This is an optimization exercise on Yosys and OpenROAD, whose aim is small area, not a production implementation. Function was checked by simulation only, so behaviour that the tests miss may differ from the original. Power figures rest on the tool's default switching activity, not on a simulated workload.

## top
module top (
	input	wire		CLOCK_50,
	input	wire		rst,
	input 	wire [9:0] 	SW,
	input 	wire [3:0] 	KEY,
	output 	wire [9:0] 	LEDR,
	output 	wire [6:0] 	HEX0,
	output 	wire [6:0] 	HEX1,
	output 	wire [6:0] 	HEX2,
	output 	wire [6:0] 	HEX3,
	output 	wire [6:0] 	HEX4,
	output 	wire [6:0] 	HEX5
);
	wire clk = CLOCK_50;
	reg [7:0] sw_s1, sw_s2;
	always @(posedge clk) begin
		sw_s1 <= SW[7:0];
		sw_s2 <= sw_s1;
	end
	reg [3:0] k1, k2, k3, k4;
	always @(posedge clk)
		if (rst) begin
			k1 <= 4'd0; k2 <= 4'd0; k3 <= 4'd0; k4 <= 4'd0;
		end else begin
			k1 <= ~KEY; k2 <= k1; k3 <= k2; k4 <= k3;
		end
	reg r9a, r9b, t8a, t8b;
	always @(posedge clk)
		if (rst) begin
			r9a <= 1'b0; r9b <= 1'b0; t8a <= 1'b0; t8b <= 1'b0;
		end else begin
			r9a <= ~SW[9]; r9b <= r9a; t8a <= SW[8]; t8b <= t8a;
		end
	wire dresetn;           
	wire turbo;
	debounce deb_r (.clk(clk), .rst(rst), .in(r9b), .v(dresetn));
	wire crst = rst || !dresetn;
	debounce deb_t (.clk(clk), .rst(crst), .in(t8b), .v(turbo));
	wire [3:0] kv, fall, hold;
	genvar i;
	generate
		for (i = 0; i < 4; i = i + 1) begin : key
			debounce deb (.clk(clk), .rst(rst), .in(k4[i]), .v(kv[i]));
			keyhold  kh  (.clk(clk), .rst(rst), .v(kv[i]), .press(fall[i]), .hold(hold[i]));
		end
	endgenerate
	wire hold_any = |hold;
	reg [5:0] ecnt;
	wire eslow = ecnt[3] & ecnt[2] & ecnt[1];
	always @(posedge clk)
		if (crst || eslow) ecnt <= 6'd0;
  ...
For scale: about 1,600 cells after synthesis, roughly 68 I/O pins.
==> flow/config.mk <==
export PLATFORM = sky130hd
export DESIGN_NAME = top
export DESIGN_NICKNAME = top
export VERILOG_FILES = /design/flow/design.v
export SDC_FILE = /design/flow/constraint.sdc
export NUM_CORES = 4
export LEC_CHECK = 0
export CAP_MARGIN = 20
export CORE_MARGIN = 2
export CORE_UTILIZATION = 40
export SLEW_MARGIN = 20
==> flow/constraint.sdc <==
create_clock -name core_clock -period 12.0 [get_ports {CLOCK_50}]
set_input_delay 2.4000 -clock core_clock [delete_from_list [all_inputs] [get_ports {CLOCK_50}]]
set_output_delay 2.4000 -clock core_clock [all_outputs]
set_load 0.01 [all_outputs]
run.sh (not shown) runs the stock make flow with config.mk's settings and CLKGATE_MAP_FILE= SYNTH_SCRIPT=/design/flow/synth_recipe.tcl, a recipe that flattens the netlist after the stock synthesis.
The starting point finished with timing, DRC and antenna clean.
Next try:
==> flow/flow/run.sh (new file) <==
#!/bin/bash
# Own layout flow: the standard synthesis, then the combinational logic of
# its netlist re-mapped by ABC for area (registers untouched: same cells, same
# names), then the standard layout from floorplan to finish.
set -euo pipefail
WORK=$(pwd)
R=$WORK/orfs/results/$FLOW_PLATFORM/top/base
YOSYS=$FLOW_HOME/../tools/install/yosys/bin/yosys

bash standard.sh synth > $WORK/flow_synth.log 2>&1
cp $R/1_2_yosys.v $WORK/std_synth.v
RESYN_IN=$WORK/std_synth.v RESYN_OUT=$WORK/resynth.v \
RESYN_LIB=$FLOW_HOME/platforms/$FLOW_PLATFORM/lib/sky130_fd_sc_hd__tt_025C_1v80.lib \
RESYN_SCRIPT=$WORK/flow/abc.script \
	$YOSYS -c $WORK/flow/resynth.tcl > $WORK/flow_resynth.log 2>&1
cp $WORK/resynth.v $R/1_2_yosys.v
rm -f $R/1_synth.odb $R/1_synth.sdc
bash standard.sh > $WORK/flow_layout.log 2>&1
==> flow/flow/abc.script (new file) <==
strash
ifraig
dc2
dch -f
map -a
strash
dch -f
amap
==> flow/flow/resynth.tcl (new file) <==
set lib $::env(RESYN_LIB)
yosys read_liberty -ignore_miss_func -ignore_miss_dir $lib
yosys read_verilog $::env(RESYN_IN)
yosys hierarchy -top top
# keep the registers as they are; dissolve every other cell into logic
yosys setattr -mod -set keep_hierarchy 1 sky130_fd_sc_hd__df*
yosys flatten
yosys opt -purge
yosys abc -liberty $lib -script $::env(RESYN_SCRIPT) -dont_use *probe* -dont_use *lpflow* -dont_use *clkbuf* -dont_use *clkinv* -dont_use *dly*
yosys opt_clean -purge
yosys hilomap -singleton -hicell sky130_fd_sc_hd__conb_1 HI -locell sky130_fd_sc_hd__conb_1 LO
yosys insbuf -buf sky130_fd_sc_hd__buf_4 A X
yosys splitnets
yosys opt_clean -purge
yosys rename -enumerate
yosys select top
yosys tee -o $::env(RESYN_OUT).stat stat -liberty $lib
yosys write_verilog -noattr -noexpr -nohex -nodec -selected $::env(RESYN_OUT)
==> flow/standard.sh (new file) <==
#!/bin/bash
# synth_recipe.tcl (not shown) runs the flow's synth.tcl, then flattens the netlist and writes it again
# the make line also repeats each setting of config.mk as NAME=value (left out here)
make -C /OpenROAD-flow-scripts/flow DESIGN_CONFIG=/design/flow/config.mk WORK_HOME=/design/flow/orfs CLKGATE_MAP_FILE= SYNTH_SCRIPT=/design/flow/synth_recipe.tcl "${@:-finish}"
removed: flow/run.sh
Die area falls by 14%.
Global-route usage increases by 4.3 points.
Cell area is lower by 10%.
Area after synthesis falls by 15%.
Maximum frequency climbs by 25%.
Routed wire length came out higher by about 6%.
Synthesized cell count goes up by about 5%.

---

Another version of the RTL of top (not shown whole).
For scale: roughly 1200 cells after synthesis, ~68 I/O pins, ~0.010 sq mm of cells after synthesis.
clock: 12.0 ns
lec_check: 0
cap_margin: 20
core_margin: 2
core_utilization: 40
slew_margin: 20
standard.sh (not shown) runs the stock make flow with config.mk's settings and CLKGATE_MAP_FILE= SYNTH_SCRIPT=/design/flow/synth_recipe.tcl, a recipe that flattens the netlist after the stock synthesis.
==> flow/flow/run.sh <==
#!/bin/bash
# Own layout flow: the standard synthesis; then the combinational logic of
# its netlist re-mapped by ABC for area, with every register kept as it is
# (same cell, same name); then the standard layout from floorplan to
# finish, with a clock tree of smaller buffers. If the re-mapped netlist cannot
# be proven equal to the standard one, the standard netlist is laid out.
set -euo pipefail
WORK=$(pwd)
R=$WORK/orfs/results/$FLOW_PLATFORM/top/base
YOSYS=$FLOW_HOME/../tools/install/yosys/bin/yosys
export RESYN_LIB=$FLOW_HOME/platforms/$FLOW_PLATFORM/lib/sky130_fd_sc_hd__tt_025C_1v80.lib
export RESYN_MAP=$WORK/cellmap.v

bash standard.sh synth > $WORK/flow_synth.log 2>&1
cp $R/1_2_yosys.v $WORK/std_synth.v

# Three ABC runs with different seeds; the smallest netlist that is proven
# equal to the standard one is laid out.
python3 $WORK/flow/genmap.py $RESYN_LIB $RESYN_MAP > $WORK/flow_genmap.log 2>&1 || true
resyn() {
	local k=$1
	RESYN_IN=$WORK/std_synth.v RESYN_OUT=$WORK/resynth$k.raw.v RESYN_SCRIPT=$WORK/flow/abc$k.script \
		$YOSYS -c $WORK/flow/resynth.tcl > $WORK/flow_resynth$k.log 2>&1 &&
	python3 $WORK/flow/fixports.py $WORK/resynth$k.raw.v $WORK/resynth$k.v > $WORK/flow_fixports$k.log 2>&1 &&
	EQ_GOLD=$WORK/std_synth.v EQ_GATE=$WORK/resynth$k.v \
		$YOSYS -c $WORK/flow/eqv.tcl > $WORK/flow_equiv$k.log 2>&1 &&
	grep "Chip area" $WORK/resynth$k.raw.v.stat | awk '{print $NF}' > $WORK/resynth$k.area
}
for k in 0 1 2; do resyn $k & done
wait || true
best=""; bestarea=""
for k in 0 1 2; do
	if [[ -s $WORK/resynth$k.area ]]; then
		a=$(cat $WORK/resynth$k.area)
		if [[ -z "$best" ]] || python3 -c "import sys; sys.exit(0 if $a < $bestarea else 1)"; then
			best=$k; bestarea=$a
		fi
	fi
done
if [[ -n "$best" ]]; then
	echo "using re-mapped netlist $best, area $bestarea" > $WORK/flow_choice.log
	cp $WORK/resynth$best.v $R/1_2_yosys.v
	rm -f $R/1_synth.odb $R/1_synth.sdc
else
	echo "re-mapping failed; using the standard netlist" > $WORK/flow_choice.log
fi

# Clock tree of clkbuf_4 in clusters of at most 8 registers, without dummy
# loads; the port buffers that the
# standard flow adds are buf_1 cells (the resizer upsizes them if needed).
CTS="CTS_ARGS=$(cat $WORK/flow/cts_args)"
BUFP="BUFFER_PORTS_ARGS=-inputs -outputs -buffer_cell sky130_fd_sc_hd__buf_1"
bash standard.sh "$CTS" "$BUFP" finish > $WORK/flow_layout.log 2>&1
==> flow/flow/abc1.script <==
strash
&get -n
&deepsyn -T 60 -S 8
&put
dch -f
amap
==> flow/flow/abc2.script <==
strash
&get -n
&deepsyn -T 60 -S 15
&put
dch -f
amap
Other scripts of this flow, unchanged in this note and not shown: flow/flow/abc0.script, flow/flow/cts_args, flow/flow/eqv.tcl, flow/flow/fixports.py, flow/flow/genmap.py, flow/flow/resynth.tcl
The baseline passed the timing, design-rule and antenna checks.
Then changed:
Settings changed: GPL_TIMING_DRIVEN set to 0.
Result: Via count decreases by 1.1%; hold slack stays flat; sequential cell count does not change; synthesized area is about the same; setup slack improved by 1.1 ns; final cell count came out higher by 0.74%; die area is about the same; cell area fell by 0.32%; routed wire length goes down by 1.0%.
Then changed:
--- a/flow/flow/run.sh
+++ b/flow/flow/run.sh
@@ -17,2 +17,2 @@
-# Three ABC runs with different seeds; the smallest netlist that is proven
-# equal to the standard one is laid out.
+# Eight ABC runs (different seeds and mappings, four at a time); the smallest
+# netlist that is proven equal to the standard one is laid out.
@@ -29 +29,3 @@
-for k in 0 1 2; do resyn $k & done
+for k in 0 1 2 3; do resyn $k & done
+wait || true
+for k in 4 5 6 7; do resyn $k & done
@@ -32 +34 @@
-for k in 0 1 2; do
+for k in 0 1 2 3 4 5 6 7; do
==> flow/flow/abc1.script (replaced) <==
strash
&get -n
&deepsyn -T 60 -S 12
&put
dch -f
amap
strash
dch -f
amap
==> flow/flow/abc2.script (replaced) <==
strash
&get -n
&deepsyn -T 60 -S 23
&put
dch -f
amap
==> flow/flow/abc3.script (new file) <==
strash
&get -n
&deepsyn -T 60 -S 34
&put
dch -f
amap
strash
dch -f
amap
==> flow/flow/abc4.script (new file) <==
strash
&get -n
&deepsyn -T 60 -S 45
&put
dch -f
amap
==> flow/flow/abc5.script (new file) <==
strash
&get -n
&deepsyn -T 60 -S 56
&put
dch -f
amap
strash
dch -f
amap
==> flow/flow/abc6.script (new file) <==
strash
&get -n
&deepsyn -T 60 -S 67
&put
dch -f
amap
==> flow/flow/abc7.script (new file) <==
strash
&get -n
&deepsyn -T 60 -S 78
&put
dch -f
amap
strash
dch -f
amap
Result: Wire length drops by 1.8%. Setup slack got worse by 0.58 ns. Clock power drops by about 3%. Critical path depth drops by 2. Synthesized area stays flat. Cell area drops by 0.32%. Sequential cell count does not change. Global-route usage drops by 0.55 points. Total power drops by 0.62%.

==> afterwards: timing with drivers on the ports <==
The flow's constraints put no driver on any port. The routed layouts listed below were extracted and timed again, unchanged, in two steps. Step 1 assumes that a clkbuf_16 drives the clock port and a buf_2 every other input. Step 2, shift: input delay + t, output delay - t, t = (earliest + latest rising clock arrival at the registers) / 2. This alone moves slack from input paths to output paths. Three values: ideal, step 1, step 2; two values: the first two.
run | t, ns | setup slack, ns | worst setup path at the end | worst slew at a driven data input, ns | cell pins on the clock port's net
the first run of note 1 | 0.559 | 0.892 / 0.846 / 1.405 | register to output | 0.03 | 1
the second run of note 1 | 0.573 | 3.109 / 3.062 / 3.636 | register to output | 0.04 | 1
the first run of note 2 | 0.639 | 2.460 / 2.418 / 3.057 | register to output | 0.04 | 1
the second run of note 2 | 0.649 | 3.605 / 3.566 / 4.215 | register to output | 0.03 | 1
the third run of note 2 | 0.622 | 3.021 / 2.984 / 3.606 | register to output | 0.04 | 1
After both steps setup and hold are still met in every run listed.
